Context: an optimization exercise on an open-source flow, tuned for small area, a short achievable clock period and few clock cycles. The choices shown serve that exercise and are no tape-out recipe. In this exercise RTL edits were held to simulation tests only and were not proved equivalent to the original.

===== flow/config.mk =====
export PLATFORM = sky130hd
export DESIGN_NAME = FFT_TOP
export DESIGN_NICKNAME = FFT_TOP
export VERILOG_FILES = /design/flow/design.v
export SDC_FILE = /design/flow/constraint.sdc
export NUM_CORES = 4
export LEC_CHECK = 0
export CAP_MARGIN = 20
export CORE_MARGIN = 2
export CORE_UTILIZATION = 55
export SLEW_MARGIN = 20

===== flow/constraint.sdc =====
create_clock -name core_clock -period 10.0 [get_ports {clk}]
set_input_delay 2.0000 -clock core_clock [delete_from_list [all_inputs] [get_ports {clk}]]
set_output_delay 2.0000 -clock core_clock [all_outputs]
set_load 0.01 [all_outputs]

===== flow/design.v =====
module FFT_TOP #(
    parameter N = 32,
    word_size = 16
) (
    input wire clk, reset, en,
    input wire input_valid, receiver_ready,
    input wire [word_size*2-1: 0] i_input_sample1, i_input_sample2,
    output wire output_valid,
    output wire [word_size*2-1: 0] o_output_sample1, o_output_sample2
);
localparam S_IN = 2'd0, S_COMP = 2'd1, S_OUT = 2'd2;
reg [1:0] state;
reg [3:0] in_cnt;
reg [5:0] q;             
reg [4:0] out_m;         
reg direct;              
reg [2:0] drain;
reg rr_r;                
function [1:0] bank_of;
    input [4:0] a;
    bank_of = {a[1] ^ a[3] ^ a[4], a[0] ^ a[2] ^ a[4]};
endfunction
function [4:0] rotl5;
    input [4:0] x;
    input [2:0] s;
    case (s)
        3'd0: rotl5 = x;
        3'd1: rotl5 = {x[3:0], x[4]};
        3'd2: rotl5 = {x[2:0], x[4:3]};
        3'd3: rotl5 = {x[1:0], x[4:2]};
        default: rotl5 = {x[0], x[4:1]};
    endcase
endfunction
wire comp = (state == S_COMP);
wire pre = (state == S_IN) && (in_cnt >= 4'd7) && (in_cnt != 4'd15);
wire [2:0] t0 = in_cnt[2:0] + 3'd1;                       
wire issuing = comp || pre;
wire [2:0] s = pre ? 3'd0 : {1'b0, q[4:3]} + 3'd1;
wire [2:0] i3 = pre ? {t0[0], t0[1], t0[2]} : q[2:0];
wire slot_v = pre || comp;
reg [4:0] aP1, aP2, aQ1, aQ2;
reg [3:0] twP, twQ;
always @(*) begin
    if (s == 3'd4) begin
        aP1 = {1'b0, i3, 1'b0};
        aP2 = {1'b1, i3, 1'b0};
        aQ1 = {1'b0, i3, 1'b1};
        aQ2 = {1'b1, i3, 1'b1};
        twP = {i3, 1'b0};
        twQ = {i3, 1'b1};
    end else if (s == 3'd3) begin
        aP1 = rotl5({i3[1:0], i3[2], 2'b00}, 3'd3);
        aQ1 = rotl5({i3[1:0], i3[2], 2'b10}, 3'd3);
        aP2 = aP1 | 5'd8;
        aQ2 = aQ1 | 5'd8;
        twP = {i3[1:0], i3[2], 1'b0};
        twQ = {i3[1:0], i3[2], 1'b0};
    end else begin
        aP1 = rotl5({1'b0, i3, 1'b0}, s);
        aQ1 = rotl5({1'b1, i3, 1'b0}, s);
        aP2 = aP1 | (5'd1 << s);
        aQ2 = aQ1 | (5'd1 << s);
        case (s)
            3'd0: begin twP = 4'd0;              twQ = 4'd0; end
            3'd1: begin twP = 4'd0;              twQ = 4'd8; end
            3'd2: begin twP = {1'b0, i3[2], 2'b0}; twQ = {1'b1, i3[2], 2'b0}; end
            default: begin twP = 4'd0;              twQ = 4'd0; end
        endcase
    end
end
wire d_beat, m_beat, d_first;
reg [4:0] out_m_n;
always @(*) begin
    out_m_n = out_m;
    if (d_beat)
        out_m_n = d_first ? (rr_r ? 5'd1 : 5'd0) : (direct ? out_m + 5'd1 : out_m);
    if (m_beat)
        out_m_n = (out_m[3:0] == 4'd15) ? 5'd0 : out_m + 5'd1;
end
wire [4:0] oa1 = {out_m_n[3:0], 1'b0};
wire [4:0] oa2 = {out_m_n[3:0], 1'b1};
wire [4:0] ad0 = issuing ? aP1 : oa1;
wire [4:0] ad1 = issuing ? aP2 : oa2;
wire [4:0] ad2 = aQ1;
wire [4:0] ad3 = aQ2;
wire [1:0] bk0 = bank_of(ad0), bk1 = bank_of(ad1), bk2 = bank_of(ad2), bk3 = bank_of(ad3);
reg [1:0] g_src0, g_src1, g_src2, g_src3;    
reg [1:0] g_op0, g_op1, g_op2, g_op3;        
reg [2:0] g_ix0, g_ix1, g_ix2, g_ix3;        
reg [3:0] g_twP, g_twQ;
reg g_l4, g_v, g_pre;
reg [2:0] g_i;
function [1:0] op_in;        
    input [1:0] b, k0, k1, k2, k3;
    op_in = (k0 == b) ? 2'd0 : (k1 == b) ? 2'd1 : (k2 == b) ? 2'd2 : 2'd3;
endfunction
function [2:0] ix_in;
    input [1:0] b, k0, k1, k2, k3;
    input [4:0] x0, x1, x2, x3;
    ix_in = (k0 == b) ? x0[4:2] : (k1 == b) ? x1[4:2] : (k2 == b) ? x2[4:2] : x3[4:2];
endfunction
always @(posedge clk) begin
    g_src0 <= bk0; g_src1 <= bk1; g_src2 <= bk2; g_src3 <= bk3;
    g_op0 <= op_in(2'd0, bk0, bk1, bk2, bk3);
    g_op1 <= op_in(2'd1, bk0, bk1, bk2, bk3);
    g_op2 <= op_in(2'd2, bk0, bk1, bk2, bk3);
    g_op3 <= op_in(2'd3, bk0, bk1, bk2, bk3);
    g_ix0 <= ix_in(2'd0, bk0, bk1, bk2, bk3, ad0, ad1, ad2, ad3);
    g_ix1 <= ix_in(2'd1, bk0, bk1, bk2, bk3, ad0, ad1, ad2, ad3);
    g_ix2 <= ix_in(2'd2, bk0, bk1, bk2, bk3, ad0, ad1, ad2, ad3);
    g_ix3 <= ix_in(2'd3, bk0, bk1, bk2, bk3, ad0, ad1, ad2, ad3);
    g_twP <= twP;
    g_twQ <= twQ;
    g_l4 <= (s == 3'd4);
    g_i <= i3;
    g_pre <= pre;
end
reg [31:0] bank0 [0:7];
reg [31:0] bank1 [0:7];
reg [31:0] bank2 [0:7];
reg [31:0] bank3 [0:7];
function [71:0] tw_digits;       
    input [3:0] k;
    case (k)
        4'd0: tw_digits = {24'h400005, 24'h000000, 24'h000000};
        4'd1: tw_digits = {24'h42ac71, 24'h195070, 24'h0b1150};
        4'd2: tw_digits = {24'h556200, 24'ha45009, 24'h34102d};
        4'd3: tw_digits = {24'h56e568, 24'ha31188, 24'h2150a8};
        4'd4: tw_digits = {24'h2adc01, 24'hb89405, 24'h2adc01};
        4'd5: tw_digits = {24'h2150a8, 24'hc4ac48, 24'h56e568};
        4'd6: tw_digits = {24'h34102d, 24'hc72a00, 24'h556200};
        4'd7: tw_digits = {24'h0b1030, 24'hc0e555, 24'h42ac71};
        4'd8: tw_digits = {24'h000000, 24'hc00001, 24'h400005};
        4'd9: tw_digits = {24'h195070, 24'hc0e555, 24'h42ac71};
        4'd10: tw_digits = {24'ha45009, 24'hc72a00, 24'h556200};
        4'd11: tw_digits = {24'ha31188, 24'hc4ac48, 24'h56e568};
        4'd12: tw_digits = {24'hb89405, 24'hb89405, 24'h2adc01};
        4'd13: tw_digits = {24'hc4ac48, 24'ha31188, 24'h2150a8};
        4'd14: tw_digits = {24'hc72a00, 24'ha45009, 24'h34102d};
        default: tw_digits = {24'hc0e555, 24'h195070, 24'h0b1150};
    endcase
endfunction
wire [31:0] rd0 = bank0[g_ix0];
wire [31:0] rd1 = bank1[g_ix1];
wire [31:0] rd2 = bank2[g_ix2];
wire [31:0] rd3 = bank3[g_ix3];
function [31:0] pick;
    input [1:0] b;
    input [31:0] x0, x1, x2, x3;
    case (b)
        2'd0: pick = x0;
        2'd1: pick = x1;
        2'd2: pick = x2;
        default: pick = x3;
    endcase
endfunction
wire [31:0] rAP = pick(g_src0, rd0, rd1, rd2, rd3);
wire [31:0] rBP = g_pre ? i_input_sample1 : pick(g_src1, rd0, rd1, rd2, rd3);
wire [31:0] rAQ = pick(g_src2, rd0, rd1, rd2, rd3);
wire [31:0] rBQ = g_pre ? i_input_sample2 : pick(g_src3, rd0, rd1, rd2, rd3);
wire [71:0] dgP = tw_digits(g_twP);
wire [71:0] dgQ = tw_digits(g_twQ);
wire [31:0] outP1, outP2, outQ1, outQ2;
bfu bfP (.clk(clk), .A(rAP), .B(rBP), .dr(dgP[71:48]), .di(dgP[47:24]), .dn(dgP[23:0]),
    .out1(outP1), .out2(outP2));
bfu bfQ (.clk(clk), .A(rAQ), .B(rBQ), .dr(dgQ[71:48]), .di(dgQ[47:24]), .dn(dgQ[23:0]),
    .out1(outQ1), .out2(outQ2));
reg r_v, k_v, m_v;
reg r_l4, k_l4, m_l4;
reg [2:0] r_i, k_i, m_i;
reg [1:0] r_op0, r_op1, r_op2, r_op3, k_op0, k_op1, k_op2, k_op3, m_op0, m_op1, m_op2, m_op3;
reg [2:0] r_ix0, r_ix1, r_ix2, r_ix3, k_ix0, k_ix1, k_ix2, k_ix3, m_ix0, m_ix1, m_ix2, m_ix3;
always @(posedge clk) begin
    r_l4 <= g_l4; k_l4 <= r_l4; m_l4 <= k_l4;
    r_i <= g_i; k_i <= r_i; m_i <= k_i;
    r_op0 <= g_op0; r_op1 <= g_op1; r_op2 <= g_op2; r_op3 <= g_op3;
    k_op0 <= r_op0; k_op1 <= r_op1; k_op2 <= r_op2; k_op3 <= r_op3;
    m_op0 <= k_op0; m_op1 <= k_op1; m_op2 <= k_op2; m_op3 <= k_op3;
    r_ix0 <= g_ix0; r_ix1 <= g_ix1; r_ix2 <= g_ix2; r_ix3 <= g_ix3;
    k_ix0 <= r_ix0; k_ix1 <= r_ix1; k_ix2 <= r_ix2; k_ix3 <= r_ix3;
    m_ix0 <= k_ix0; m_ix1 <= k_ix1; m_ix2 <= k_ix2; m_ix3 <= k_ix3;
end
wire [3:0] in_a = {in_cnt[0], in_cnt[1], in_cnt[2], in_cnt[3]};
wire [1:0] inb1 = bank_of({1'b0, in_a});
wire [1:0] inb2 = bank_of({1'b1, in_a});
wire in_phase = (state == S_IN) && !in_cnt[3];
function [31:0] wsel;
    input in_ph;
    input [1:0] b, inb1, op;
    input [31:0] s1, s2, p1, p2, q1, q2;
    if (in_ph)
        wsel = (inb1 == b) ? s1 : s2;
    else
        wsel = pick(op, p1, p2, q1, q2);
endfunction
wire [31:0] wd0 = wsel(in_phase, 2'd0, inb1, m_op0, i_input_sample1, i_input_sample2, outP1, outP2, outQ1, outQ2);
wire [31:0] wd1 = wsel(in_phase, 2'd1, inb1, m_op1, i_input_sample1, i_input_sample2, outP1, outP2, outQ1, outQ2);
wire [31:0] wd2 = wsel(in_phase, 2'd2, inb1, m_op2, i_input_sample1, i_input_sample2, outP1, outP2, outQ1, outQ2);
wire [31:0] wd3 = wsel(in_phase, 2'd3, inb1, m_op3, i_input_sample1, i_input_sample2, outP1, outP2, outQ1, outQ2);
wire [2:0] in_ix1 = {1'b0, in_a[3:2]};
wire [2:0] in_ix2 = {1'b1, in_a[3:2]};
wire we0 = in_phase ? (inb1 == 2'd0 || inb2 == 2'd0) : m_v;
wire we1 = in_phase ? (inb1 == 2'd1 || inb2 == 2'd1) : m_v;
wire we2 = in_phase ? (inb1 == 2'd2 || inb2 == 2'd2) : m_v;
wire we3 = in_phase ? (inb1 == 2'd3 || inb2 == 2'd3) : m_v;
wire [2:0] wi0 = in_phase ? ((inb1 == 2'd0) ? in_ix1 : in_ix2) : m_ix0;
wire [2:0] wi1 = in_phase ? ((inb1 == 2'd1) ? in_ix1 : in_ix2) : m_ix1;
wire [2:0] wi2 = in_phase ? ((inb1 == 2'd2) ? in_ix1 : in_ix2) : m_ix2;
wire [2:0] wi3 = in_phase ? ((inb1 == 2'd3) ? in_ix1 : in_ix2) : m_ix3;
always @(posedge clk) begin
    if (we0) bank0[wi0] <= wd0;
    if (we1) bank1[wi1] <= wd1;
    if (we2) bank2[wi2] <= wd2;
    if (we3) bank3[wi3] <= wd3;
end
reg [31:0] o1, o2;
reg ov;
assign output_valid = ov;
assign o_output_sample1 = o1;
assign o_output_sample2 = o2;
assign d_beat = m_v && m_l4;                  
assign d_first = (m_i == 3'd0);
assign m_beat = (state == S_OUT) && (drain == 3'd0) && rr_r;
always @(posedge clk) begin
    o1 <= d_beat ? outP1 : rAP;
    o2 <= d_beat ? outQ1 : rBP;
end
always @(posedge clk or posedge reset) begin
    if (reset) begin
        state <= S_IN;
        in_cnt <= 4'd0;
        q <= 6'd0;
        out_m <= 5'd0;
        direct <= 1'b0;
        drain <= 3'd0;
        rr_r <= 1'b0;
        g_v <= 1'b0; r_v <= 1'b0; k_v <= 1'b0; m_v <= 1'b0;
        ov <= 1'b0;
    end else begin
        rr_r <= receiver_ready;
        out_m <= out_m_n;
        g_v <= slot_v;
        r_v <= g_v;
        k_v <= r_v;
        m_v <= k_v;
        ov <= 1'b0;
        case (state)
            S_IN: begin
                if (input_valid) begin
                    in_cnt <= in_cnt + 4'd1;
                    if (in_cnt == 4'd15) begin
                        state <= S_COMP;
                        q <= 6'd0;
                    end
                end
            end
            S_COMP: begin
                q <= q + 6'd1;
                if (q == 6'd31) begin
                    state <= S_OUT;
                    drain <= 3'd4;
                end
            end
            default: ;
        endcase
        if (d_beat) begin
            if (d_first) begin
                direct <= rr_r;
                ov <= rr_r;
            end else
                ov <= direct;
        end
        if (state == S_OUT) begin
            if (drain != 3'd0)
                drain <= drain - 3'd1;
            else if (rr_r) begin
                ov <= 1'b1;
                if (out_m[3:0] == 4'd15)
                    state <= S_IN;
            end
        end
    end
end
endmodule
module bfu (
    input wire clk,
    input wire [31:0] A, B,
    input wire [23:0] dr, di, dn,
    output wire [31:0] out1, out2
);
reg [31:0] r_A, r_B;
reg [23:0] r_dr0, r_dr1, r_di, r_dn;
always @(posedge clk) begin
    r_A <= A;
    r_B <= B;
    r_dr0 <= dr;
    r_dr1 <= dr;
    r_di <= di;
    r_dn <= dn;
end
function [17:0] pprow;
    input [15:0] x;
    input [2:0] d;
    reg [16:0] m;
    begin
        m = d[0] ? {x[15], x} : (d[1] ? {x, 1'b0} : 17'd0);
        pprow = {~(m[16] ^ d[2]), m ^ {17{d[2]}}};
    end
endfunction
localparam [30:0] KROW = 31'h00004000 - 31'h55540000;
wire [15:0] Br = r_B[31:16], Bi = r_B[15:0];
wire [31*19-1:0] re_rows, im_rows;
genvar gi;
generate
    for (gi = 0; gi < 8; gi = gi + 1) begin : pp
        wire [2:0] cr0 = r_dr0[3*gi+2:3*gi];
        wire [2:0] cr1 = r_dr1[3*gi+2:3*gi];
        wire [2:0] ci = r_di[3*gi+2:3*gi];
        wire [2:0] cn = r_dn[3*gi+2:3*gi];                      
        wire [48:0] sr0 = {31'd0, pprow(Br, cr0)} << (2*gi);    
        wire [48:0] sr1 = {31'd0, pprow(Bi, cn)} << (2*gi);     
        wire [48:0] si0 = {31'd0, pprow(Bi, cr1)} << (2*gi);    
        wire [48:0] si1 = {31'd0, pprow(Br, ci)} << (2*gi);     
        assign re_rows[31*(2*gi)+30:31*(2*gi)] = sr0[30:0];
        assign re_rows[31*(2*gi+1)+30:31*(2*gi+1)] = sr1[30:0];
        assign im_rows[31*(2*gi)+30:31*(2*gi)] = si0[30:0];
        assign im_rows[31*(2*gi+1)+30:31*(2*gi+1)] = si1[30:0];
        assign re_rows[31*16+2*gi+1:31*16+2*gi] = {1'b0, cr0[2]};
        assign re_rows[31*17+2*gi+1:31*17+2*gi] = {1'b0, cn[2]};
        assign im_rows[31*16+2*gi+1:31*16+2*gi] = {1'b0, cr1[2]};
        assign im_rows[31*17+2*gi+1:31*17+2*gi] = {1'b0, ci[2]};
    end
endgenerate
assign re_rows[31*17-1:31*16+16] = 15'd0;
assign re_rows[31*18-1:31*17+16] = 15'd0;
assign im_rows[31*17-1:31*16+16] = 15'd0;
assign im_rows[31*18-1:31*17+16] = 15'd0;
assign re_rows[31*19-1:31*18] = KROW;
assign im_rows[31*19-1:31*18] = KROW;
wire [31*4-1:0] re_r4, im_r4;
dadda19to4 re_tree (.rows(re_rows), .o(re_r4));
dadda19to4 im_tree (.rows(im_rows), .o(im_r4));
reg [31*4-1:0] k_re, k_im;
reg [31:0] k_A;
always @(posedge clk) begin
    k_re <= re_r4;
    k_im <= im_r4;
    k_A <= r_A;
end
wire [30:0] re_s, re_c, im_s, im_c;
csa_4to2 re_tree2 (.rows(k_re), .s(re_s), .c(re_c));
csa_4to2 im_tree2 (.rows(k_im), .s(im_s), .c(im_c));
wire [30:0] Rs = re_s + re_c;
wire [30:0] Is = im_s + im_c;
reg [31:0] m_T, m_A;
always @(posedge clk) begin
    m_T <= {Rs[30:15], Is[30:15]};
    m_A <= k_A;
end
wire [15:0] Tr = m_T[31:16], Ti = m_T[15:0];
wire [15:0] Ar = m_A[31:16], Ai = m_A[15:0];
assign out1 = {Ar + Tr, Ai + Ti};
assign out2 = {Ar - Tr, Ai - Ti};
endmodule
module csa_4to2 (
    input wire [31*4-1:0] rows,
    output wire [30:0] s, c
);
function [61:0] csa;
    input [30:0] a, b, d;
    begin
        csa[30:0] = a ^ b ^ d;
        csa[61:31] = {(a[29:0] & b[29:0]) | (a[29:0] & d[29:0]) | (b[29:0] & d[29:0]), 1'b0};
    end
endfunction
wire [61:0] l5_0 = csa(rows[30:0], rows[61:31], rows[92:62]);
wire [61:0] l6_0 = csa(l5_0[30:0], l5_0[61:31], rows[123:93]);
assign s = l6_0[30:0];
assign c = l6_0[61:31];
endmodule
module dadda19to4 (
    input wire [31*19-1:0] rows,
    output wire [31*4-1:0] o
);
wire h0_s = rows[10] ^ rows[41];
wire h0_c = rows[10] & rows[41];
wire f1_s = rows[12] ^ rows[43] ^ rows[74];
wire f1_c = (rows[12] & rows[43]) | (rows[12] & rows[74]) | (rows[43] & rows[74]);
wire h2_s = rows[105] ^ rows[136];
wire h2_c = rows[105] & rows[136];
wire f3_s = rows[13] ^ rows[44] ^ rows[75];
wire f3_c = (rows[13] & rows[44]) | (rows[13] & rows[75]) | (rows[44] & rows[75]);
wire h4_s = rows[106] ^ rows[137];
wire h4_c = rows[106] & rows[137];
wire f5_s = rows[14] ^ rows[45] ^ rows[76];
wire f5_c = (rows[14] & rows[45]) | (rows[14] & rows[76]) | (rows[45] & rows[76]);
wire f6_s = rows[107] ^ rows[138] ^ rows[169];
wire f6_c = (rows[107] & rows[138]) | (rows[107] & rows[169]) | (rows[138] & rows[169]);
wire f7_s = rows[200] ^ rows[231] ^ rows[262];
wire f7_c = (rows[200] & rows[231]) | (rows[200] & rows[262]) | (rows[231] & rows[262]);
wire f8_s = rows[293] ^ rows[324] ^ rows[355];
wire f8_c = (rows[293] & rows[324]) | (rows[293] & rows[355]) | (rows[324] & rows[355]);
wire f9_s = rows[15] ^ rows[46] ^ rows[77];
wire f9_c = (rows[15] & rows[46]) | (rows[15] & rows[77]) | (rows[46] & rows[77]);
wire f10_s = rows[108] ^ rows[139] ^ rows[170];
wire f10_c = (rows[108] & rows[139]) | (rows[108] & rows[170]) | (rows[139] & rows[170]);
wire f11_s = rows[201] ^ rows[232] ^ rows[263];
wire f11_c = (rows[201] & rows[232]) | (rows[201] & rows[263]) | (rows[232] & rows[263]);
wire h12_s = rows[294] ^ rows[325];
wire h12_c = rows[294] & rows[325];
wire f13_s = rows[16] ^ rows[47] ^ rows[78];
wire f13_c = (rows[16] & rows[47]) | (rows[16] & rows[78]) | (rows[47] & rows[78]);
wire f14_s = rows[109] ^ rows[140] ^ rows[171];
wire f14_c = (rows[109] & rows[140]) | (rows[109] & rows[171]) | (rows[140] & rows[171]);
wire f15_s = rows[202] ^ rows[233] ^ rows[264];
wire f15_c = (rows[202] & rows[233]) | (rows[202] & rows[264]) | (rows[233] & rows[264]);
wire h16_s = rows[295] ^ rows[326];
wire h16_c = rows[295] & rows[326];
wire f17_s = rows[17] ^ rows[48] ^ rows[79];
wire f17_c = (rows[17] & rows[48]) | (rows[17] & rows[79]) | (rows[48] & rows[79]);
wire f18_s = rows[110] ^ rows[141] ^ rows[172];
wire f18_c = (rows[110] & rows[141]) | (rows[110] & rows[172]) | (rows[141] & rows[172]);
wire f19_s = rows[203] ^ rows[234] ^ rows[265];
wire f19_c = (rows[203] & rows[234]) | (rows[203] & rows[265]) | (rows[234] & rows[265]);
wire h20_s = rows[296] ^ rows[327];
wire h20_c = rows[296] & rows[327];
wire f21_s = rows[80] ^ rows[111] ^ rows[142];
wire f21_c = (rows[80] & rows[111]) | (rows[80] & rows[142]) | (rows[111] & rows[142]);
wire f22_s = rows[173] ^ rows[204] ^ rows[235];
wire f22_c = (rows[173] & rows[204]) | (rows[173] & rows[235]) | (rows[204] & rows[235]);
wire f23_s = rows[266] ^ rows[297] ^ rows[328];
wire f23_c = (rows[266] & rows[297]) | (rows[266] & rows[328]) | (rows[297] & rows[328]);
wire f24_s = rows[81] ^ rows[112] ^ rows[143];
wire f24_c = (rows[81] & rows[112]) | (rows[81] & rows[143]) | (rows[112] & rows[143]);
wire f25_s = rows[174] ^ rows[205] ^ rows[236];
wire f25_c = (rows[174] & rows[205]) | (rows[174] & rows[236]) | (rows[205] & rows[236]);
wire h26_s = rows[267] ^ rows[298];
wire h26_c = rows[267] & rows[298];
wire f27_s = rows[144] ^ rows[175] ^ rows[206];
wire f27_c = (rows[144] & rows[175]) | (rows[144] & rows[206]) | (rows[175] & rows[206]);
wire h28_s = rows[145] ^ rows[176];
wire h28_c = rows[145] & rows[176];
wire h29_s = rows[6] ^ rows[37];
wire h29_c = rows[6] & rows[37];
wire f30_s = rows[8] ^ rows[39] ^ rows[70];
wire f30_c = (rows[8] & rows[39]) | (rows[8] & rows[70]) | (rows[39] & rows[70]);
wire h31_s = rows[101] ^ rows[132];
wire h31_c = rows[101] & rows[132];
wire f32_s = rows[9] ^ rows[40] ^ rows[71];
wire f32_c = (rows[9] & rows[40]) | (rows[9] & rows[71]) | (rows[40] & rows[71]);
wire h33_s = rows[102] ^ rows[133];
wire h33_c = rows[102] & rows[133];
wire f34_s = h0_s ^ rows[72] ^ rows[103];
wire f34_c = (h0_s & rows[72]) | (h0_s & rows[103]) | (rows[72] & rows[103]);
wire f35_s = rows[134] ^ rows[165] ^ rows[196];
wire f35_c = (rows[134] & rows[165]) | (rows[134] & rows[196]) | (rows[165] & rows[196]);
wire f36_s = rows[227] ^ rows[258] ^ rows[289];
wire f36_c = (rows[227] & rows[258]) | (rows[227] & rows[289]) | (rows[258] & rows[289]);
wire f37_s = rows[11] ^ rows[42] ^ rows[73];
wire f37_c = (rows[11] & rows[42]) | (rows[11] & rows[73]) | (rows[42] & rows[73]);
wire f38_s = rows[104] ^ rows[135] ^ rows[166];
wire f38_c = (rows[104] & rows[135]) | (rows[104] & rows[166]) | (rows[135] & rows[166]);
wire f39_s = rows[197] ^ rows[228] ^ rows[259];
wire f39_c = (rows[197] & rows[228]) | (rows[197] & rows[259]) | (rows[228] & rows[259]);
wire h40_s = rows[290] ^ rows[321];
wire h40_c = rows[290] & rows[321];
wire f41_s = f1_s ^ h2_s ^ rows[167];
wire f41_c = (f1_s & h2_s) | (f1_s & rows[167]) | (h2_s & rows[167]);
wire f42_s = rows[198] ^ rows[229] ^ rows[260];
wire f42_c = (rows[198] & rows[229]) | (rows[198] & rows[260]) | (rows[229] & rows[260]);
wire f43_s = rows[291] ^ rows[322] ^ rows[353];
wire f43_c = (rows[291] & rows[322]) | (rows[291] & rows[353]) | (rows[322] & rows[353]);
wire f44_s = rows[384] ^ rows[415] ^ rows[508];
wire f44_c = (rows[384] & rows[415]) | (rows[384] & rows[508]) | (rows[415] & rows[508]);
wire f45_s = f3_s ^ h4_s ^ rows[168];
wire f45_c = (f3_s & h4_s) | (f3_s & rows[168]) | (h4_s & rows[168]);
wire f46_s = rows[199] ^ rows[230] ^ rows[261];
wire f46_c = (rows[199] & rows[230]) | (rows[199] & rows[261]) | (rows[230] & rows[261]);
wire f47_s = rows[292] ^ rows[323] ^ rows[354];
wire f47_c = (rows[292] & rows[323]) | (rows[292] & rows[354]) | (rows[323] & rows[354]);
wire f48_s = rows[385] ^ rows[416] ^ f1_c;
wire f48_c = (rows[385] & rows[416]) | (rows[385] & f1_c) | (rows[416] & f1_c);
wire f49_s = f5_s ^ f6_s ^ f7_s;
wire f49_c = (f5_s & f6_s) | (f5_s & f7_s) | (f6_s & f7_s);
wire f50_s = f8_s ^ rows[386] ^ rows[417];
wire f50_c = (f8_s & rows[386]) | (f8_s & rows[417]) | (rows[386] & rows[417]);
wire f51_s = rows[448] ^ rows[479] ^ rows[510];
wire f51_c = (rows[448] & rows[479]) | (rows[448] & rows[510]) | (rows[479] & rows[510]);
wire f52_s = rows[541] ^ 1'b1 ^ f3_c;
wire f52_c = (rows[541] & 1'b1) | (rows[541] & f3_c) | (1'b1 & f3_c);
wire f53_s = f9_s ^ f10_s ^ f11_s;
wire f53_c = (f9_s & f10_s) | (f9_s & f11_s) | (f10_s & f11_s);
wire f54_s = h12_s ^ rows[356] ^ rows[387];
wire f54_c = (h12_s & rows[356]) | (h12_s & rows[387]) | (rows[356] & rows[387]);
wire f55_s = rows[418] ^ rows[449] ^ rows[480];
wire f55_c = (rows[418] & rows[449]) | (rows[418] & rows[480]) | (rows[449] & rows[480]);
wire f56_s = f5_c ^ f6_c ^ f7_c;
wire f56_c = (f5_c & f6_c) | (f5_c & f7_c) | (f6_c & f7_c);
wire f57_s = f13_s ^ f14_s ^ f15_s;
wire f57_c = (f13_s & f14_s) | (f13_s & f15_s) | (f14_s & f15_s);
wire f58_s = h16_s ^ rows[357] ^ rows[388];
wire f58_c = (h16_s & rows[357]) | (h16_s & rows[388]) | (rows[357] & rows[388]);
wire f59_s = rows[419] ^ rows[450] ^ rows[481];
wire f59_c = (rows[419] & rows[450]) | (rows[419] & rows[481]) | (rows[450] & rows[481]);
wire f60_s = f9_c ^ f10_c ^ f11_c;
wire f60_c = (f9_c & f10_c) | (f9_c & f11_c) | (f10_c & f11_c);
wire f61_s = f17_s ^ f18_s ^ f19_s;
wire f61_c = (f17_s & f18_s) | (f17_s & f19_s) | (f18_s & f19_s);
wire f62_s = h20_s ^ rows[358] ^ rows[389];
wire f62_c = (h20_s & rows[358]) | (h20_s & rows[389]) | (rows[358] & rows[389]);
wire f63_s = rows[420] ^ rows[451] ^ rows[482];
wire f63_c = (rows[420] & rows[451]) | (rows[420] & rows[482]) | (rows[451] & rows[482]);
wire f64_s = f13_c ^ f14_c ^ f15_c;
wire f64_c = (f13_c & f14_c) | (f13_c & f15_c) | (f14_c & f15_c);
wire f65_s = f21_s ^ f22_s ^ f23_s;
wire f65_c = (f21_s & f22_s) | (f21_s & f23_s) | (f22_s & f23_s);
wire f66_s = rows[359] ^ rows[390] ^ rows[421];
wire f66_c = (rows[359] & rows[390]) | (rows[359] & rows[421]) | (rows[390] & rows[421]);
wire f67_s = rows[452] ^ rows[483] ^ 1'b1;
wire f67_c = (rows[452] & rows[483]) | (rows[452] & 1'b1) | (rows[483] & 1'b1);
wire f68_s = f17_c ^ f18_c ^ f19_c;
wire f68_c = (f17_c & f18_c) | (f17_c & f19_c) | (f18_c & f19_c);
wire f69_s = f24_s ^ f25_s ^ h26_s;
wire f69_c = (f24_s & f25_s) | (f24_s & h26_s) | (f25_s & h26_s);
wire f70_s = rows[329] ^ rows[360] ^ rows[391];
wire f70_c = (rows[329] & rows[360]) | (rows[329] & rows[391]) | (rows[360] & rows[391]);
wire f71_s = rows[422] ^ rows[453] ^ rows[484];
wire f71_c = (rows[422] & rows[453]) | (rows[422] & rows[484]) | (rows[453] & rows[484]);
wire f72_s = 1'b1 ^ f21_c ^ f22_c;
wire f72_c = (1'b1 & f21_c) | (1'b1 & f22_c) | (f21_c & f22_c);
wire f73_s = f27_s ^ rows[237] ^ rows[268];
wire f73_c = (f27_s & rows[237]) | (f27_s & rows[268]) | (rows[237] & rows[268]);
wire f74_s = rows[299] ^ rows[330] ^ rows[361];
wire f74_c = (rows[299] & rows[330]) | (rows[299] & rows[361]) | (rows[330] & rows[361]);
wire f75_s = rows[392] ^ rows[423] ^ rows[454];
wire f75_c = (rows[392] & rows[423]) | (rows[392] & rows[454]) | (rows[423] & rows[454]);
wire f76_s = rows[485] ^ f24_c ^ f25_c;
wire f76_c = (rows[485] & f24_c) | (rows[485] & f25_c) | (f24_c & f25_c);
wire f77_s = h28_s ^ rows[207] ^ rows[238];
wire f77_c = (h28_s & rows[207]) | (h28_s & rows[238]) | (rows[207] & rows[238]);
wire f78_s = rows[269] ^ rows[300] ^ rows[331];
wire f78_c = (rows[269] & rows[300]) | (rows[269] & rows[331]) | (rows[300] & rows[331]);
wire f79_s = rows[362] ^ rows[393] ^ rows[424];
wire f79_c = (rows[362] & rows[393]) | (rows[362] & rows[424]) | (rows[393] & rows[424]);
wire f80_s = rows[455] ^ rows[486] ^ 1'b1;
wire f80_c = (rows[455] & rows[486]) | (rows[455] & 1'b1) | (rows[486] & 1'b1);
wire f81_s = rows[208] ^ rows[239] ^ rows[270];
wire f81_c = (rows[208] & rows[239]) | (rows[208] & rows[270]) | (rows[239] & rows[270]);
wire f82_s = rows[301] ^ rows[332] ^ rows[363];
wire f82_c = (rows[301] & rows[332]) | (rows[301] & rows[363]) | (rows[332] & rows[363]);
wire f83_s = rows[394] ^ rows[425] ^ rows[456];
wire f83_c = (rows[394] & rows[425]) | (rows[394] & rows[456]) | (rows[425] & rows[456]);
wire f84_s = rows[209] ^ rows[240] ^ rows[271];
wire f84_c = (rows[209] & rows[240]) | (rows[209] & rows[271]) | (rows[240] & rows[271]);
wire f85_s = rows[302] ^ rows[333] ^ rows[364];
wire f85_c = (rows[302] & rows[333]) | (rows[302] & rows[364]) | (rows[333] & rows[364]);
wire h86_s = rows[395] ^ rows[426];
wire h86_c = rows[395] & rows[426];
wire f87_s = rows[272] ^ rows[303] ^ rows[334];
wire f87_c = (rows[272] & rows[303]) | (rows[272] & rows[334]) | (rows[303] & rows[334]);
wire h88_s = rows[273] ^ rows[304];
wire h88_c = rows[273] & rows[304];
wire f89_s = rows[4] ^ rows[35] ^ rows[66];
wire f89_c = (rows[4] & rows[35]) | (rows[4] & rows[66]) | (rows[35] & rows[66]);
wire h90_s = rows[5] ^ rows[36];
wire h90_c = rows[5] & rows[36];
wire f91_s = h29_s ^ rows[68] ^ rows[99];
wire f91_c = (h29_s & rows[68]) | (h29_s & rows[99]) | (rows[68] & rows[99]);
wire f92_s = rows[130] ^ rows[161] ^ rows[192];
wire f92_c = (rows[130] & rows[161]) | (rows[130] & rows[192]) | (rows[161] & rows[192]);
wire f93_s = rows[7] ^ rows[38] ^ rows[69];
wire f93_c = (rows[7] & rows[38]) | (rows[7] & rows[69]) | (rows[38] & rows[69]);
wire f94_s = rows[100] ^ rows[131] ^ rows[162];
wire f94_c = (rows[100] & rows[131]) | (rows[100] & rows[162]) | (rows[131] & rows[162]);
wire h95_s = rows[193] ^ rows[224];
wire h95_c = rows[193] & rows[224];
wire f96_s = f30_s ^ h31_s ^ rows[163];
wire f96_c = (f30_s & h31_s) | (f30_s & rows[163]) | (h31_s & rows[163]);
wire f97_s = rows[194] ^ rows[225] ^ rows[256];
wire f97_c = (rows[194] & rows[225]) | (rows[194] & rows[256]) | (rows[225] & rows[256]);
wire f98_s = rows[287] ^ rows[504] ^ rows[535];
wire f98_c = (rows[287] & rows[504]) | (rows[287] & rows[535]) | (rows[504] & rows[535]);
wire f99_s = f32_s ^ h33_s ^ rows[164];
wire f99_c = (f32_s & h33_s) | (f32_s & rows[164]) | (h33_s & rows[164]);
wire f100_s = rows[195] ^ rows[226] ^ rows[257];
wire f100_c = (rows[195] & rows[226]) | (rows[195] & rows[257]) | (rows[226] & rows[257]);
wire f101_s = rows[288] ^ f30_c ^ h31_c;
wire f101_c = (rows[288] & f30_c) | (rows[288] & h31_c) | (f30_c & h31_c);
wire f102_s = f34_s ^ f35_s ^ f36_s;
wire f102_c = (f34_s & f35_s) | (f34_s & f36_s) | (f35_s & f36_s);
wire f103_s = rows[320] ^ rows[351] ^ rows[506];
wire f103_c = (rows[320] & rows[351]) | (rows[320] & rows[506]) | (rows[351] & rows[506]);
wire f104_s = rows[537] ^ f32_c ^ h33_c;
wire f104_c = (rows[537] & f32_c) | (rows[537] & h33_c) | (f32_c & h33_c);
wire f105_s = f37_s ^ f38_s ^ f39_s;
wire f105_c = (f37_s & f38_s) | (f37_s & f39_s) | (f38_s & f39_s);
wire f106_s = h40_s ^ rows[352] ^ h0_c;
wire f106_c = (h40_s & rows[352]) | (h40_s & h0_c) | (rows[352] & h0_c);
wire f107_s = f34_c ^ f35_c ^ f36_c;
wire f107_c = (f34_c & f35_c) | (f34_c & f36_c) | (f35_c & f36_c);
wire f108_s = f41_s ^ f42_s ^ f43_s;
wire f108_c = (f41_s & f42_s) | (f41_s & f43_s) | (f42_s & f43_s);
wire f109_s = f44_s ^ rows[539] ^ f37_c;
wire f109_c = (f44_s & rows[539]) | (f44_s & f37_c) | (rows[539] & f37_c);
wire f110_s = f38_c ^ f39_c ^ h40_c;
wire f110_c = (f38_c & f39_c) | (f38_c & h40_c) | (f39_c & h40_c);
wire f111_s = f45_s ^ f46_s ^ f47_s;
wire f111_c = (f45_s & f46_s) | (f45_s & f47_s) | (f46_s & f47_s);
wire f112_s = f48_s ^ h2_c ^ f41_c;
wire f112_c = (f48_s & h2_c) | (f48_s & f41_c) | (h2_c & f41_c);
wire f113_s = f42_c ^ f43_c ^ f44_c;
wire f113_c = (f42_c & f43_c) | (f42_c & f44_c) | (f43_c & f44_c);
wire f114_s = f49_s ^ f50_s ^ f51_s;
wire f114_c = (f49_s & f50_s) | (f49_s & f51_s) | (f50_s & f51_s);
wire f115_s = f52_s ^ h4_c ^ f45_c;
wire f115_c = (f52_s & h4_c) | (f52_s & f45_c) | (h4_c & f45_c);
wire f116_s = f46_c ^ f47_c ^ f48_c;
wire f116_c = (f46_c & f47_c) | (f46_c & f48_c) | (f47_c & f48_c);
wire f117_s = f53_s ^ f54_s ^ f55_s;
wire f117_c = (f53_s & f54_s) | (f53_s & f55_s) | (f54_s & f55_s);
wire f118_s = f56_s ^ f8_c ^ f49_c;
wire f118_c = (f56_s & f8_c) | (f56_s & f49_c) | (f8_c & f49_c);
wire f119_s = f50_c ^ f51_c ^ f52_c;
wire f119_c = (f50_c & f51_c) | (f50_c & f52_c) | (f51_c & f52_c);
wire f120_s = f57_s ^ f58_s ^ f59_s;
wire f120_c = (f57_s & f58_s) | (f57_s & f59_s) | (f58_s & f59_s);
wire f121_s = f60_s ^ h12_c ^ f53_c;
wire f121_c = (f60_s & h12_c) | (f60_s & f53_c) | (h12_c & f53_c);
wire f122_s = f54_c ^ f55_c ^ f56_c;
wire f122_c = (f54_c & f55_c) | (f54_c & f56_c) | (f55_c & f56_c);
wire f123_s = f61_s ^ f62_s ^ f63_s;
wire f123_c = (f61_s & f62_s) | (f61_s & f63_s) | (f62_s & f63_s);
wire f124_s = f64_s ^ h16_c ^ f57_c;
wire f124_c = (f64_s & h16_c) | (f64_s & f57_c) | (h16_c & f57_c);
wire f125_s = f58_c ^ f59_c ^ f60_c;
wire f125_c = (f58_c & f59_c) | (f58_c & f60_c) | (f59_c & f60_c);
wire f126_s = f65_s ^ f66_s ^ f67_s;
wire f126_c = (f65_s & f66_s) | (f65_s & f67_s) | (f66_s & f67_s);
wire f127_s = f68_s ^ h20_c ^ f61_c;
wire f127_c = (f68_s & h20_c) | (f68_s & f61_c) | (h20_c & f61_c);
wire f128_s = f62_c ^ f63_c ^ f64_c;
wire f128_c = (f62_c & f63_c) | (f62_c & f64_c) | (f63_c & f64_c);
wire f129_s = f69_s ^ f70_s ^ f71_s;
wire f129_c = (f69_s & f70_s) | (f69_s & f71_s) | (f70_s & f71_s);
wire f130_s = f72_s ^ f23_c ^ f65_c;
wire f130_c = (f72_s & f23_c) | (f72_s & f65_c) | (f23_c & f65_c);
wire f131_s = f66_c ^ f67_c ^ f68_c;
wire f131_c = (f66_c & f67_c) | (f66_c & f68_c) | (f67_c & f68_c);
wire f132_s = f73_s ^ f74_s ^ f75_s;
wire f132_c = (f73_s & f74_s) | (f73_s & f75_s) | (f74_s & f75_s);
wire f133_s = f76_s ^ h26_c ^ f69_c;
wire f133_c = (f76_s & h26_c) | (f76_s & f69_c) | (h26_c & f69_c);
wire f134_s = f70_c ^ f71_c ^ f72_c;
wire f134_c = (f70_c & f71_c) | (f70_c & f72_c) | (f71_c & f72_c);
wire f135_s = f77_s ^ f78_s ^ f79_s;
wire f135_c = (f77_s & f78_s) | (f77_s & f79_s) | (f78_s & f79_s);
wire f136_s = f80_s ^ f27_c ^ f73_c;
wire f136_c = (f80_s & f27_c) | (f80_s & f73_c) | (f27_c & f73_c);
wire f137_s = f74_c ^ f75_c ^ f76_c;
wire f137_c = (f74_c & f75_c) | (f74_c & f76_c) | (f75_c & f76_c);
wire f138_s = f81_s ^ f82_s ^ f83_s;
wire f138_c = (f81_s & f82_s) | (f81_s & f83_s) | (f82_s & f83_s);
wire f139_s = rows[487] ^ h28_c ^ f77_c;
wire f139_c = (rows[487] & h28_c) | (rows[487] & f77_c) | (h28_c & f77_c);
wire f140_s = f78_c ^ f79_c ^ f80_c;
wire f140_c = (f78_c & f79_c) | (f78_c & f80_c) | (f79_c & f80_c);
wire f141_s = f84_s ^ f85_s ^ h86_s;
wire f141_c = (f84_s & f85_s) | (f84_s & h86_s) | (f85_s & h86_s);
wire f142_s = rows[457] ^ rows[488] ^ 1'b1;
wire f142_c = (rows[457] & rows[488]) | (rows[457] & 1'b1) | (rows[488] & 1'b1);
wire f143_s = f81_c ^ f82_c ^ f83_c;
wire f143_c = (f81_c & f82_c) | (f81_c & f83_c) | (f82_c & f83_c);
wire f144_s = f87_s ^ rows[365] ^ rows[396];
wire f144_c = (f87_s & rows[365]) | (f87_s & rows[396]) | (rows[365] & rows[396]);
wire f145_s = rows[427] ^ rows[458] ^ rows[489];
wire f145_c = (rows[427] & rows[458]) | (rows[427] & rows[489]) | (rows[458] & rows[489]);
wire f146_s = f84_c ^ f85_c ^ h86_c;
wire f146_c = (f84_c & f85_c) | (f84_c & h86_c) | (f85_c & h86_c);
wire f147_s = h88_s ^ rows[335] ^ rows[366];
wire f147_c = (h88_s & rows[335]) | (h88_s & rows[366]) | (rows[335] & rows[366]);
wire f148_s = rows[397] ^ rows[428] ^ rows[459];
wire f148_c = (rows[397] & rows[428]) | (rows[397] & rows[459]) | (rows[428] & rows[459]);
wire f149_s = rows[490] ^ 1'b1 ^ f87_c;
wire f149_c = (rows[490] & 1'b1) | (rows[490] & f87_c) | (1'b1 & f87_c);
wire f150_s = rows[336] ^ rows[367] ^ rows[398];
wire f150_c = (rows[336] & rows[367]) | (rows[336] & rows[398]) | (rows[367] & rows[398]);
wire f151_s = rows[429] ^ rows[460] ^ rows[491];
wire f151_c = (rows[429] & rows[460]) | (rows[429] & rows[491]) | (rows[460] & rows[491]);
wire f152_s = rows[337] ^ rows[368] ^ rows[399];
wire f152_c = (rows[337] & rows[368]) | (rows[337] & rows[399]) | (rows[368] & rows[399]);
wire h153_s = rows[430] ^ rows[461];
wire h153_c = rows[430] & rows[461];
wire f154_s = rows[2] ^ rows[33] ^ rows[64];
wire f154_c = (rows[2] & rows[33]) | (rows[2] & rows[64]) | (rows[33] & rows[64]);
wire h155_s = rows[3] ^ rows[34];
wire h155_c = rows[3] & rows[34];
wire f156_s = f89_s ^ rows[97] ^ rows[128];
wire f156_c = (f89_s & rows[97]) | (f89_s & rows[128]) | (rows[97] & rows[128]);
wire h157_s = rows[159] ^ rows[500];
wire h157_c = rows[159] & rows[500];
wire f158_s = h90_s ^ rows[67] ^ rows[98];
wire f158_c = (h90_s & rows[67]) | (h90_s & rows[98]) | (rows[67] & rows[98]);
wire f159_s = rows[129] ^ rows[160] ^ f89_c;
wire f159_c = (rows[129] & rows[160]) | (rows[129] & f89_c) | (rows[160] & f89_c);
wire f160_s = f91_s ^ f92_s ^ rows[223];
wire f160_c = (f91_s & f92_s) | (f91_s & rows[223]) | (f92_s & rows[223]);
wire f161_s = rows[502] ^ rows[533] ^ h90_c;
wire f161_c = (rows[502] & rows[533]) | (rows[502] & h90_c) | (rows[533] & h90_c);
wire f162_s = f93_s ^ f94_s ^ h95_s;
wire f162_c = (f93_s & f94_s) | (f93_s & h95_s) | (f94_s & h95_s);
wire f163_s = h29_c ^ f91_c ^ f92_c;
wire f163_c = (h29_c & f91_c) | (h29_c & f92_c) | (f91_c & f92_c);
wire f164_s = f96_s ^ f97_s ^ f98_s;
wire f164_c = (f96_s & f97_s) | (f96_s & f98_s) | (f97_s & f98_s);
wire f165_s = f93_c ^ f94_c ^ h95_c;
wire f165_c = (f93_c & f94_c) | (f93_c & h95_c) | (f94_c & h95_c);
wire f166_s = f99_s ^ f100_s ^ f101_s;
wire f166_c = (f99_s & f100_s) | (f99_s & f101_s) | (f100_s & f101_s);
wire f167_s = f96_c ^ f97_c ^ f98_c;
wire f167_c = (f96_c & f97_c) | (f96_c & f98_c) | (f97_c & f98_c);
wire f168_s = f102_s ^ f103_s ^ f104_s;
wire f168_c = (f102_s & f103_s) | (f102_s & f104_s) | (f103_s & f104_s);
wire f169_s = f99_c ^ f100_c ^ f101_c;
wire f169_c = (f99_c & f100_c) | (f99_c & f101_c) | (f100_c & f101_c);
wire f170_s = f105_s ^ f106_s ^ f107_s;
wire f170_c = (f105_s & f106_s) | (f105_s & f107_s) | (f106_s & f107_s);
wire f171_s = f102_c ^ f103_c ^ f104_c;
wire f171_c = (f102_c & f103_c) | (f102_c & f104_c) | (f103_c & f104_c);
wire f172_s = f108_s ^ f109_s ^ f110_s;
wire f172_c = (f108_s & f109_s) | (f108_s & f110_s) | (f109_s & f110_s);
wire f173_s = f105_c ^ f106_c ^ f107_c;
wire f173_c = (f105_c & f106_c) | (f105_c & f107_c) | (f106_c & f107_c);
wire f174_s = f111_s ^ f112_s ^ f113_s;
wire f174_c = (f111_s & f112_s) | (f111_s & f113_s) | (f112_s & f113_s);
wire f175_s = f108_c ^ f109_c ^ f110_c;
wire f175_c = (f108_c & f109_c) | (f108_c & f110_c) | (f109_c & f110_c);
wire f176_s = f114_s ^ f115_s ^ f116_s;
wire f176_c = (f114_s & f115_s) | (f114_s & f116_s) | (f115_s & f116_s);
wire f177_s = f111_c ^ f112_c ^ f113_c;
wire f177_c = (f111_c & f112_c) | (f111_c & f113_c) | (f112_c & f113_c);
wire f178_s = f117_s ^ f118_s ^ f119_s;
wire f178_c = (f117_s & f118_s) | (f117_s & f119_s) | (f118_s & f119_s);
wire f179_s = f114_c ^ f115_c ^ f116_c;
wire f179_c = (f114_c & f115_c) | (f114_c & f116_c) | (f115_c & f116_c);
wire f180_s = f120_s ^ f121_s ^ f122_s;
wire f180_c = (f120_s & f121_s) | (f120_s & f122_s) | (f121_s & f122_s);
wire f181_s = f117_c ^ f118_c ^ f119_c;
wire f181_c = (f117_c & f118_c) | (f117_c & f119_c) | (f118_c & f119_c);
wire f182_s = f123_s ^ f124_s ^ f125_s;
wire f182_c = (f123_s & f124_s) | (f123_s & f125_s) | (f124_s & f125_s);
wire f183_s = f120_c ^ f121_c ^ f122_c;
wire f183_c = (f120_c & f121_c) | (f120_c & f122_c) | (f121_c & f122_c);
wire f184_s = f126_s ^ f127_s ^ f128_s;
wire f184_c = (f126_s & f127_s) | (f126_s & f128_s) | (f127_s & f128_s);
wire f185_s = f123_c ^ f124_c ^ f125_c;
wire f185_c = (f123_c & f124_c) | (f123_c & f125_c) | (f124_c & f125_c);
wire f186_s = f129_s ^ f130_s ^ f131_s;
wire f186_c = (f129_s & f130_s) | (f129_s & f131_s) | (f130_s & f131_s);
wire f187_s = f126_c ^ f127_c ^ f128_c;
wire f187_c = (f126_c & f127_c) | (f126_c & f128_c) | (f127_c & f128_c);
wire f188_s = f132_s ^ f133_s ^ f134_s;
wire f188_c = (f132_s & f133_s) | (f132_s & f134_s) | (f133_s & f134_s);
wire f189_s = f129_c ^ f130_c ^ f131_c;
wire f189_c = (f129_c & f130_c) | (f129_c & f131_c) | (f130_c & f131_c);
wire f190_s = f135_s ^ f136_s ^ f137_s;
wire f190_c = (f135_s & f136_s) | (f135_s & f137_s) | (f136_s & f137_s);
wire f191_s = f132_c ^ f133_c ^ f134_c;
wire f191_c = (f132_c & f133_c) | (f132_c & f134_c) | (f133_c & f134_c);
wire f192_s = f138_s ^ f139_s ^ f140_s;
wire f192_c = (f138_s & f139_s) | (f138_s & f140_s) | (f139_s & f140_s);
wire f193_s = f135_c ^ f136_c ^ f137_c;
wire f193_c = (f135_c & f136_c) | (f135_c & f137_c) | (f136_c & f137_c);
wire f194_s = f141_s ^ f142_s ^ f143_s;
wire f194_c = (f141_s & f142_s) | (f141_s & f143_s) | (f142_s & f143_s);
wire f195_s = f138_c ^ f139_c ^ f140_c;
wire f195_c = (f138_c & f139_c) | (f138_c & f140_c) | (f139_c & f140_c);
wire f196_s = f144_s ^ f145_s ^ f146_s;
wire f196_c = (f144_s & f145_s) | (f144_s & f146_s) | (f145_s & f146_s);
wire f197_s = f141_c ^ f142_c ^ f143_c;
wire f197_c = (f141_c & f142_c) | (f141_c & f143_c) | (f142_c & f143_c);
wire f198_s = f147_s ^ f148_s ^ f149_s;
wire f198_c = (f147_s & f148_s) | (f147_s & f149_s) | (f148_s & f149_s);
wire f199_s = f144_c ^ f145_c ^ f146_c;
wire f199_c = (f144_c & f145_c) | (f144_c & f146_c) | (f145_c & f146_c);
wire f200_s = f150_s ^ f151_s ^ h88_c;
wire f200_c = (f150_s & f151_s) | (f150_s & h88_c) | (f151_s & h88_c);
wire f201_s = f147_c ^ f148_c ^ f149_c;
wire f201_c = (f147_c & f148_c) | (f147_c & f149_c) | (f148_c & f149_c);
wire f202_s = f152_s ^ h153_s ^ rows[492];
wire f202_c = (f152_s & h153_s) | (f152_s & rows[492]) | (h153_s & rows[492]);
wire f203_s = 1'b1 ^ f150_c ^ f151_c;
wire f203_c = (1'b1 & f150_c) | (1'b1 & f151_c) | (f150_c & f151_c);
wire f204_s = rows[400] ^ rows[431] ^ rows[462];
wire f204_c = (rows[400] & rows[431]) | (rows[400] & rows[462]) | (rows[431] & rows[462]);
wire f205_s = rows[493] ^ f152_c ^ h153_c;
wire f205_c = (rows[493] & f152_c) | (rows[493] & h153_c) | (f152_c & h153_c);
wire f206_s = rows[401] ^ rows[432] ^ rows[463];
wire f206_c = (rows[401] & rows[432]) | (rows[401] & rows[463]) | (rows[432] & rows[463]);
wire h207_s = rows[494] ^ 1'b1;
wire h207_c = rows[494] & 1'b1;
assign o[30:0] = {rows[464], f206_s, f204_s, f202_s, f200_s, f198_s, f196_s, f194_s, f192_s, f190_s, f188_s, f186_s, f184_s, f182_s, f180_s, f178_s, f176_s, f174_s, f172_s, f170_s, f168_s, f166_s, f164_s, f162_s, f160_s, f158_s, f156_s, h155_s, f154_s, rows[1], rows[0]};
assign o[61:31] = {rows[495], h207_s, f205_s, f203_s, f201_s, f199_s, f197_s, f195_s, f193_s, f191_s, f189_s, f187_s, f185_s, f183_s, f181_s, f179_s, f177_s, f175_s, f173_s, f171_s, f169_s, f167_s, f165_s, f163_s, f161_s, f159_s, h157_s, rows[65], rows[95], rows[32], rows[31]};
assign o[92:62] = {f206_c, f204_c, f202_c, f200_c, f198_c, f196_c, f194_c, f192_c, f190_c, f188_c, f186_c, f184_c, f182_c, f180_c, f178_c, f176_c, f174_c, f172_c, f170_c, f168_c, f166_c, f164_c, f162_c, f160_c, f158_c, f156_c, rows[531], rows[96], rows[498], 1'b0, rows[496]};
assign o[123:93] = {h207_c, f205_c, f203_c, f201_c, f199_c, f197_c, f195_c, f193_c, f191_c, f189_c, f187_c, f185_c, f183_c, f181_c, f179_c, f177_c, f175_c, f173_c, f171_c, f169_c, f167_c, f165_c, f163_c, f161_c, f159_c, h157_c, h155_c, f154_c, rows[529], 1'b0, rows[527]};
endmodule

===== flow/flow/run.sh =====
#!/bin/bash
# The standard layout, with timing repair aimed at a 3.6 ns period: the clock
# stays at the design's period, repair_timing is only told to keep a 6.4 ns
# setup margin, without gate cloning (clones overloaded some nets).
# Every step's output goes to its own log here.
set -e
export SETUP_SLACK_MARGIN=6.4
export SKIP_GATE_CLONING=1
bash standard.sh > standard.log 2>&1

===== flow/standard.sh =====
#!/bin/bash
# synth_recipe.tcl (not shown) runs the flow's synth.tcl, then flattens the netlist and writes it again
# the make line also repeats each setting of config.mk as NAME=value (left out here)
make -C /OpenROAD-flow-scripts/flow DESIGN_CONFIG=/design/flow/config.mk WORK_HOME=/design/flow/orfs CLKGATE_MAP_FILE= SYNTH_SCRIPT=/design/flow/synth_recipe.tcl "${@:-finish}"

==> results of run 1 <==
==> kinds of logic (layout without fill, tap and decap cells) <==
family                     Yosys count  count (layout)  share of synthesized area (%)
DFF                               2084            2084                           42.8
and+or+nand+nor                   1799            1799                           6.24
buffers and inverters             1539            1678                           4.79
AOI/OAI and AO/OA                 1516            1516                           7.74
adders and majority gates         1276            1276                           18.5
xor gates and xnor gates          1040            1040                           7.51
muxes                              898             898                           12.4
other                                0              24                              0
==> routing by layer <==
| metal | share of wire, % | track usage, % |
|---|---|---|
| met1 | 39 | 47.2 |
| met2 | 46 | 54.4 |
| met3 | 9.7 | 7.42 |
| met4 | 4.7 | 14.2 |
| met5 | 0.065 | 0.498 |
==> cell type report <==
class                      instances  area (µm²)
fill                           17100       82700
multi-input combinational       6529       66100
sequential                      2084       52300
clock buffer                     293        6100
timing repair buffer             434        4190
tap                             2958        3700
inverter                         833        3130
clock inverter                   118        1500
antenna                           24        60.1
==> state kept, by name, indices dropped and copies added, names as in the netlist, 13 cells and up <==
name and flops:
bank0 256, bank1 256, bank2 256, bank3 256
bfP.k_A 32, bfP.k_im 117, bfP.k_re 116, bfP.m_A 32
bfP.m_T 32, bfP.r_A 32, bfP.r_B 32, bfP.r_dr1 13
bfQ.k_A 32, bfQ.k_im 120, bfQ.k_re 122, bfQ.m_A 32
bfQ.m_T 32, bfQ.r_A 32, bfQ.r_B 32, bfQ.r_di 19
bfQ.r_dr0 22, o1 32, o2 32
==> cells in the final DEF, fill, tap and decap left out, drive strengths merged, types with 41 or more instances in the layout <==
cell type | netlist | routed
nor2 | 447 | 447
o21ai | 537 | 537
nand2 | 975 | 975
clkbuf | 569 | 294
nor3 | 82 | 82
edfxtp | 1024 | 1024
clkdlybuf4s50 | 0 | 67
a211oi | 57 | 57
mux2i | 189 | 189
mux4 | 462 | 462
a21boi | 119 | 119
a21oi | 323 | 323
nand3 | 53 | 53
xnor2 | 686 | 686
clkinv | 8 | 78
xor2 | 353 | 353
buf | 137 | 301
dfxtp | 1034 | 1034
a22oi | 150 | 150
mux2 | 247 | 247
inv | 825 | 841
a31oi | 41 | 41
fa | 869 | 869
dlygate4sd2 | 0 | 64
nor2b | 86 | 86
ha | 407 | 407
==> worst max-delay path: stages (launching register included) <==
cell,delay (ns)
dfxtp_2,0.32
fa_1,0.56
fa_1,0.43
ha_1,0.28
and3_4,0.17
a221o_2,0.45
nor4_4,0.35
o21ai_4,0.14
nand4_1,0.21
a21oi_2,0.12
or3_4,0.44
and2_4,0.15
xor2_1,0.14
==> stage by stage <==
| stage | setup slack [ns] | instances | area [µm²] | hold slack [ns] |
|---|---|---|---|---|
| 2_1_floorplan | 6.09 | 10200 | 122000 | 0.310 |
| 6_report | 6.14 | 13300 | 137000 | 0.305 |
| 5_1_grt | 5.98 | 13300 | 137000 | 0.311 |
| 3_5_place_dp | 5.40 | 12700 | 126000 | 0.312 |
| 3_3_place_gp | 5.38 | 12700 | 126000 | 0.310 |
| 4_1_cts | 6.12 | 13200 | 135000 | 0.309 |
==> what timing repair did <==
item,in CTS,in global routing
setup buffers,59,50
cloned,0,0
gates resized for setup,366,262
endpoints found under the setup margin,1188,848
pin swaps,82,122
==> how the worst max path moves through the flow <==
stage / start / end
6_report: bfP.k_im[73] / bfP.m_T[14]
5_1_grt: bfP.k_im[73] / bfP.m_T[14]
4_1_cts: bfP.k_im[7] / bfP.m_T[14]
3_5_place_dp: bfP.m_T[1] / bank2[1][15]
3_3_place_gp: bfQ.k_re[13] / bfQ.m_T[30]
2_1_floorplan: in_cnt[0] / bank0[4][0]
==> flow_summary.toml, run 1 <==
[critical_path]
r2r_start = "bfP.k_im[73]"
cp-start-kind = "flop"
path_class = "flop to flop"
path_max_fanout = 3
crit_required_ns = 10.78
arrival_ns = 4.65
regToRegSetupSlack_ns = 6.14
end_kind = "flop"
r2r_end = "bfP.m_T[14]"
worstRegToRegCells = 12

[timing]
worst_slew_pin_slew_ns = 1.11
min_period_ns = 3.86
max_freq_mhz = 259
skew_ns = 0.0746
maxSlewViolCount = 0
finalHoldViolations = 0
rsz0062_at_grt = "yes"
min_period_over_period_pct = 38.6
maxSlewHeadroom_pct = 25.3
setup_viol = 0
final.setup.tns_ns = 0

[clocking]
cts_tree = "yes"
cts_sinks = 2084
ctsHtreeMaxLevel = 4
clk_pin_slew_ns = 0.07
clk_latency_ns = 0.92
cts-root-buf = "clkbuf_16"
cts_hold_buf = 0
clock_path_buffers = 3
cts_buffers = 217

[floorplanning]
die_w_um = 474
core_area_um2 = 220000
ios = 134
initial_core_util_pct = 55.4
die_h_um = 474
dieArea_um2 = 225000
rows = 172

[place]
routabilityCongestion = 0.951
portBuffers = 132
dpl.hpwl_um = 271000

[yosys]
yosysWarnings = 3
synth.avg_cell_area_um2 = 12.0
synth_top_cells_by_area = "edfxtp_1, dfxtp_1, fa_1, mux4_2, xnor2_1"
syn-instance-count = 10200
synth_commonest_cells = "dfxtp_1, edfxtp_1, nand2_1"
syn-num-nets = 11500
ys_ff_latch = 2084
ys.flop_type = "dfxtp_1"
ys_seq_area_share_pct = 42.8
yosysTopAreaCell = "edfxtp_1"
ys_types = 91
synth_edf_count = 1024
synth_top_area_share_pct = 25.3
synth_area_um2 = 122000
async_reset_ff_share_pct = 1.25
yosysMostFrequentCell = "dfxtp_1"

[cells_and_area]
final_layout_size_suffix_gt1_share_pct = 17.5
nets = 11400
areaGrowthSynthToFinish_pct = 12.7
fin_util_pct = 62.4

[global_route]
overflow = 0
grt_pass1_vias = 82300
grt_use_total_pct = 34.7
antenna_found_initial = 32
grt_max_degree = 159
grt_first_pass_wirelength_um = 563000

[flow_run]
drv_cap = 0

[drt]
wirelength_um = 391000
drtIter0Drc = 9796
firstDrtPassIters = 8
routedWlPerCell_um = 29.5
vias_per_cell = 6.14
routed-via-count = 81400
antenna_left = 0
drc = 0

[min_path]
worst_hold_path_type = "flop to flop"
whs_path_depth = 0
holdPathEnd = "bfP.k_A[11]"
min_from = "bfP.r_A[11]"

[status]
status = "finished clean"
Testbench counts, summed over its fixed seeds: cycles 15,360.
==> run 2, diff against run 1 <==
--- a/flow/config.mk
+++ b/flow/config.mk
@@ -8,4 +8,5 @@
 export CAP_MARGIN = 20
 export CORE_MARGIN = 2
 export CORE_UTILIZATION = 55
+export CTS_CLUSTER_SIZE = 30
 export SLEW_MARGIN = 20
==> flow_summary.toml, run 2 <==
[drt]
wirelength_um = 391000
antenna_left = 0
drtIter0Drc = 9796
routedWlPerCell_um = 29.5
vias_per_cell = 6.14
routed-via-count = 81400
firstDrtPassIters = 8
drc = 0

[place]
dp_slack_ns = 5.40
routabilityCongestion = 0.951
dpl_cell_area_um2 = 126000
portBuffers = 132
dpl.hpwl_um = 271000

[clocking]
clk_pin_slew_ns = 0.07
cts_hold_buf = 0
ctsHtreeMaxLevel = 4
cts_buffers = 217
cts-root-buf = "clkbuf_16"
cts_sinks = 2084
cts_tree = "yes"
clk_latency_ns = 0.92
clock_path_buffers = 3

[timing]
layout_setup_ws_ns = 6.14
max_freq_mhz = 259
setup_viol = 0
min_period_ns = 3.86
maxSlewViolCount = 0
min_period_over_period_pct = 38.6
maxSlewHeadroom_pct = 25.3
rsz0062_at_grt = "yes"
finalHoldViolations = 0
skew_ns = 0.0746
final.setup.tns_ns = 0
worst_slew_pin_slew_ns = 1.11

[cells_and_area]
seqCellArea_um2 = 52300
final_layout_size_suffix_gt1_share_pct = 17.5
final_cell_mix = "edfxtp_1, nand2_1, dfxtp_1"
nets = 11400
areaGrowthSynthToFinish_pct = 12.7
final_common_cell = "edfxtp_1"
multi_input_area_um2 = 66100
fin_util_pct = 62.4
fillers = 17100
fin_area_um2 = 137000

[yosys]
yosysTopAreaCell = "edfxtp_1"
ys_ff_latch = 2084
ys_seq_area_share_pct = 42.8
syn-instance-count = 10200
synth-adder-area-share_pct = 18.5
synth_top_area_share_pct = 25.3
synth-compound-area-share_pct = 7.74
ys.flop_type = "dfxtp_1"
yosysMostFrequentCell = "dfxtp_1"
synth_commonest_cells = "dfxtp_1, edfxtp_1, nand2_1"
synth_edf_count = 1024
synth_top_family_by_area = "adder cells"
syn-num-nets = 11500
synth-xor-area-share_pct = 7.51
synth.avg_cell_area_um2 = 12.0
yosysWarnings = 3
synth-simple-area-share_pct = 6.24
synth_top_cells_by_area = "edfxtp_1, dfxtp_1, fa_1, mux4_2, xnor2_1"
synth_area_um2 = 122000
async_reset_ff_share_pct = 1.25
synthMuxAreaShare_pct = 12.4
ys_types = 91

[floorplanning]
core_area_um2 = 220000
rows = 172
initial_core_util_pct = 55.4
dieArea_um2 = 225000
ios = 134
die_w_um = 474
die_h_um = 474

[global_route]
overflow = 0
antenna_found_initial = 32
grt_first_pass_wirelength_um = 563000
grt_use_total_pct = 34.7
grt_max_degree = 159
grt_pass1_vias = 82300

[critical_path]
cp-start-kind = "flop"
path_class = "flop to flop"
critPathMaxStageDelay_ns = 0.56
arrival_ns = 4.65
crit_top_cell = "fa_1"
crit_path_cell_trace = "fa_1 -> fa_1 -> ha_1 -> and3_4 -> a221o_2 -> nor4_4 -> o21ai_4 -> nand4_1 -> a21oi_2 -> or3_4 -> and2_4 -> xor2_1"
crit_required_ns = 10.78
critPathSlowestCell = "fa_1"
end_kind = "flop"
path_max_fanout = 3

[status]
status = "finished clean"

[flow_run]
drv_cap = 0

[min_path]
worst_hold_path_type = "flop to flop"
run 2: per-layer routing:
layer / part of all wire (%) / track usage (%) / up-vias
li1: - / - / 34800
met1: 39 / 47.2 / 41600
met2: 46 / 54.4 / 4205
met3: 9.7 / 7.42 / 824
met4: 4.7 / 14.2 / 14
met5: 0.065 / 0.498 / -
run 2: path summary, 6_finish.rpt:
path | start | end | slack [ns] | depth (start not counted)
setup / recovery | bfP.k_im[73] | bfP.m_T[14] | 6.14 | 12
hold / removal | bfP.r_A[11] | bfP.k_A[11] | 0.31 | 0
setup reg to reg | bfP.k_im[73] | bfP.m_T[14] | 6.14 | 12
hold reg to reg | bfP.r_A[11] | bfP.k_A[11] | 0.31 | 0
max in group asynchronous | reset | q[3] | 8.07 | 2
min in group asynchronous | reset | ov | 1.47 | 2
run 2: cell type report:
cell class	count	area share, %
inverter	833	2.29
tap	2958	2.70
antenna	24	0.0438
clock buffer	293	4.45
clock inverter	118	1.09
sequential	2084	38.1
timing repair buffer	434	3.06
multi-input combinational	6529	48.2
run 2: logic make-up (layout without fill, tap and decap cells):
| kind of cell | after synthesis | in the layout |
|---|---|---|
| other cells | 0 | 24 |
| xor+xnor | 1040 | 1040 |
| flops | 2084 | 2084 |
| mux | 898 | 898 |
| compound gates | 1516 | 1516 |
| fa+ha+maj | 1276 | 1276 |
| simple gates | 1799 | 1799 |
| buf+inv | 1539 | 1678 |
run 2: through the flow:
step	hold slack, ns	cells
6_report	0.305	13300
5_1_grt	0.311	13300
4_1_cts	0.309	13200
3_5_place_dp	0.312	12700
3_3_place_gp	0.310	12700
2_1_floorplan	0.310	10200
run 2: worst max-delay path: cells and delay by family (launching register included):
family                     cells  cell delay (ns)
DFF                            1             0.32
and+or+nand+nor                5             1.32
xor gates and xnor gates       1             0.14
adders and majority gates      3             1.27
AOI/OAI and AO/OA              3             0.71
run 2: what timing repair did:
action	4_1_cts	5_1_grt
setup buffers	59	50
endpoints found under the setup margin	1188	848
gates cloned	0	0
pin swaps	82	122
gates resized for setup	366	262

==> static timing again, ports no longer ideal <==
The flow's constraints put no driver on any port. The routed layouts listed below were extracted and timed again, unchanged, in two steps.
Step 1 (the two cells are an assumption about what drives the block):
set clk [get_ports {clk}]
set_driving_cell -lib_cell sky130_fd_sc_hd__clkbuf_16 $clk
set_driving_cell -lib_cell sky130_fd_sc_hd__buf_2 [delete_from_list [all_inputs] $clk]
Step 2, shift: input delay + t, output delay - t, t = (earliest + latest rising clock arrival at the registers) / 2. This alone moves slack from input paths to output paths.
Slacks: no drivers / after step 1 / after step 2; pairs: no drivers / after step 1.
run | shift t [ns] | setup slack, ns | slew at the worst register clock pin (ns)
run 1 | 0.979 | 6.137 / 6.137 / 5.827 | 0.07 / 0.07
run 2 | 0.979 | 6.137 / 6.137 / 5.827 | 0.07 / 0.07
After both steps setup and hold are still met in every run listed.
